This design comes from an exercise in tuning for small area on the open sky130 flow, not from production work.
Only simulation tests tie the RTL to the original design; equivalence was not proved.
No driver is modelled on the clock port, so clocking that relies on it looks cheaper here than on a real chip.
Power and IR drop assume default switching activity.

the baseline:
## uart_syn
module uart_syn (
	input            sys_clk,
	input            sys_rst,
	input            uart_r,
	output           uart_s,
	output           beep_en,
	output  [5:0]    sel,
	output  [7:0]    seg_led
);
Size: roughly 140 flip-flops, roughly 19 I/O pins, about 4600 µm² of cells after synthesis.
clock: 20.0 ns
lec_check: 0
cap_margin: 20
core_margin: 2
core_utilization: 70
slew_margin: 20
standard.sh (not shown) runs the stock make flow with config.mk's settings and CLKGATE_MAP_FILE= SYNTH_SCRIPT=/design/flow/synth_recipe.tcl, a recipe that flattens the netlist after the stock synthesis.
==> flow/flow/run.sh <==
#!/bin/bash
# Standard layout, except:
#  - the clock tree is built by flow/cts_pre.tcl (one root and a few leaf
#    clkbuf_8 buffers) instead of TritonCTS's H-tree with dummy loads;
#  - each input and output port gets the smallest buffer (buf_1).
# make's output goes to standard.log; ORFS's per-step logs are in orfs/logs.
set -euo pipefail
export PRE_CTS_TCL="$PWD/flow/cts_pre.tcl"
export CTS_ARGS="-dont_use_dummy_load"
export BUFFER_PORTS_ARGS="-buffer_cell sky130_fd_sc_hd__buf_1"
bash standard.sh > standard.log 2>&1
Other scripts of this flow, unchanged in this note and not shown: flow/flow/cts_pre.tcl, flow/flow/mtree.tcl
The inputs of the candidate differ from those of the baseline as listed below.
-- flow/design.v --
<<< the baseline, line 6
	output reg [7:0] uart_data       
);
localparam [12:0] CNT_TAPS = 13'h1040;
localparam [12:0] CNT_LAST = 13'h1b5a;
localparam [12:0] CNT_ZERO = 13'h16b5;
localparam [12:0] CNT_MID  = 13'h13d2;
localparam [12:0] CNT_POL  = 13'h0aaa;
reg        uart_r_0;
>>> the candidate, line 6
	output reg [7:0] uart_data       
);
localparam [12:0] CNT_TAPS = 13'h1214;
localparam [12:0] CNT_LAST = 13'h0c5f;
localparam [12:0] CNT_ZERO = 13'h18bf;
localparam [12:0] CNT_MID  = 13'h1e4f;
localparam [12:0] CNT_POL  = 13'h0aaa;
reg        uart_r_0;
<<< the baseline, line 42
	end
end
integer i;
always @(posedge sys_clk) begin
	if (flag_r)
>>> the candidate, line 42
	end
end
always @(posedge sys_clk) begin
	if (flag_r)
<<< the baseline, line 48
	else
		count_q <= CNT_ZERO ^ CNT_POL;
	for (i = 0; i < 8; i = i + 1)
		if (bit_mid && (count_data_r == ((i == 0) ? 4'd8 : i)))
			uart_data[i] <= uart_r_1;
end
endmodule
>>> the candidate, line 47
	else
		count_q <= CNT_ZERO ^ CNT_POL;
	if (bit_mid)
		uart_data <= {uart_r_1, uart_data[7:1]};
end
endmodule
<<< the baseline, line 60
	output reg       uart_send
);
localparam [12:0] CNT_TAPS = 13'h1040;
localparam [12:0] CNT_LAST = 13'h1b5a;
localparam [12:0] CNT_ZERO = 13'h16b5;
localparam [12:0] CNT_MID  = 13'h13d2;
localparam [12:0] CNT_POL  = 13'h0aaa;
reg        flag_s;
>>> the candidate, line 58
	output reg       uart_send
);
localparam [12:0] CNT_TAPS = 13'h1214;
localparam [12:0] CNT_LAST = 13'h0c5f;
localparam [12:0] CNT_ZERO = 13'h18bf;
localparam [12:0] CNT_MID  = 13'h1e4f;
localparam [12:0] CNT_POL  = 13'h0aaa;
reg        flag_s;
<<< the baseline, line 69
reg [12:0] count_q;             
wire [12:0] count_clk = count_q ^ CNT_POL;
reg        load_bit;        
wire bit_end = (count_clk == CNT_LAST);
wire bit_mid = (count_clk == CNT_MID);
wire tx_bit = (count_data_s[3] & count_data_s[0]) |
              ((|count_data_s) & uart_data[count_data_s[2:0]]);
always @(posedge sys_clk or negedge sys_rst) begin
	if (!sys_rst) begin
>>> the candidate, line 67
reg [12:0] count_q;             
wire [12:0] count_clk = count_q ^ CNT_POL;
reg  [7:0] data_s;          
wire bit_end = (count_clk == CNT_LAST);
wire bit_mid = (count_clk == CNT_MID);
wire tx_bit = count_data_s[3] ? (count_data_s[0] | data_s[0])
                              : ((|count_data_s[2:0]) & data_s[count_data_s[2:0]]);
always @(posedge sys_clk or negedge sys_rst) begin
	if (!sys_rst) begin
<<< the baseline, line 84
		else if ((count_data_s == 4'd9) && bit_mid)
			flag_s <= 1'b0;
		uart_send <= ~flag_s | (load_bit ? tx_bit : uart_send);
	end
end
>>> the candidate, line 82
		else if ((count_data_s == 4'd9) && bit_mid)
			flag_s <= 1'b0;
		uart_send <= ~flag_s | tx_bit;
	end
end
<<< the baseline, line 96
		count_data_s <= 4'd0;
	end
	load_bit <= start | (flag_s & bit_end);
end
endmodule
>>> the candidate, line 94
		count_data_s <= 4'd0;
	end
	if (start)
		data_s <= {uart_data[6:0], uart_data[7]};
end
endmodule
<<< the baseline, line 105
	output reg beep_en
);
localparam [18:0] CNT_TAPS = 19'h40800;
localparam [18:0] CNT_SKIP = 19'h0282a;
localparam [18:0] CNT_LAST = 19'h40000;
reg [18:0] count;
>>> the candidate, line 104
	output reg beep_en
);
localparam [18:0] CNT_TAPS = 19'h52004;
localparam [18:0] CNT_SKIP = 19'h44242;
localparam [18:0] CNT_LAST = 19'h40000;
reg [18:0] count;
<<< the baseline, line 129
	output reg [7:0] seg_led
);
localparam [12:0] SEG_TAPS  = 13'h1004;
localparam [12:0] SEG_LAST  = 13'h1c40;
localparam [12:0] SEG_RESET = 13'h0620;
localparam [22:0] WORD_TAPS  = 23'h400010;
localparam [22:0] WORD_LAST  = 23'h465779;
>>> the candidate, line 128
	output reg [7:0] seg_led
);
localparam [12:0] SEG_TAPS  = 13'h1046;
localparam [12:0] SEG_LAST  = 13'h0044;
localparam [12:0] SEG_RESET = 13'h1822;
localparam [22:0] WORD_TAPS  = 23'h400010;
localparam [22:0] WORD_LAST  = 23'h465779;
[summary]
The candidate vs the baseline on delay of the slowest critical-path stage: the candidate is the higher one. Of the candidate and the baseline, the lower clock period minus final worst setup slack belongs to the baseline. From the baseline to the candidate the numbers moved as follows: share of cell area taken by flip-flops and latches has increased, maximum fanout count along the critical path dropped 4. Summary of the candidate over the baseline: area of the die moved up; combinational power moved up; via count of the routed design moved up; share of synthesized cell area in full adder, half adder and majority cells level; reported net switching power moved up. Final area ends up higher on the candidate. Worst slack at placement delta for the candidate relative to the baseline: 37 ps lower.

[port drivers added, routing unchanged]
How much do the figures lean on ideal ports? The routed layouts below were timed once more, with nothing changed but the port constraints.
Step 1, drivers: a clkbuf_16 drives sys_clk and a buf_2 each remaining input, both assumed.
Step 2 adds t to the input delays and takes it off the output delays; t is the mean of the earliest and latest rising clock arrival at the registers after step 1. Input paths then give back, and output paths get back, about the clock's delay inside the block.
a / b / c = ideal / step 1 / step 2; a / b = the first two.
| run | shift t [ns] | setup slack, ns | worst setup path at the end |
|---|---|---|---|
| the baseline | 0.389 | 13.809 / 13.781 / 14.170 | register to output |
| the candidate | 0.416 | 13.728 / 13.700 / 14.116 | register to output |
After both steps setup and hold are still met in every run listed.
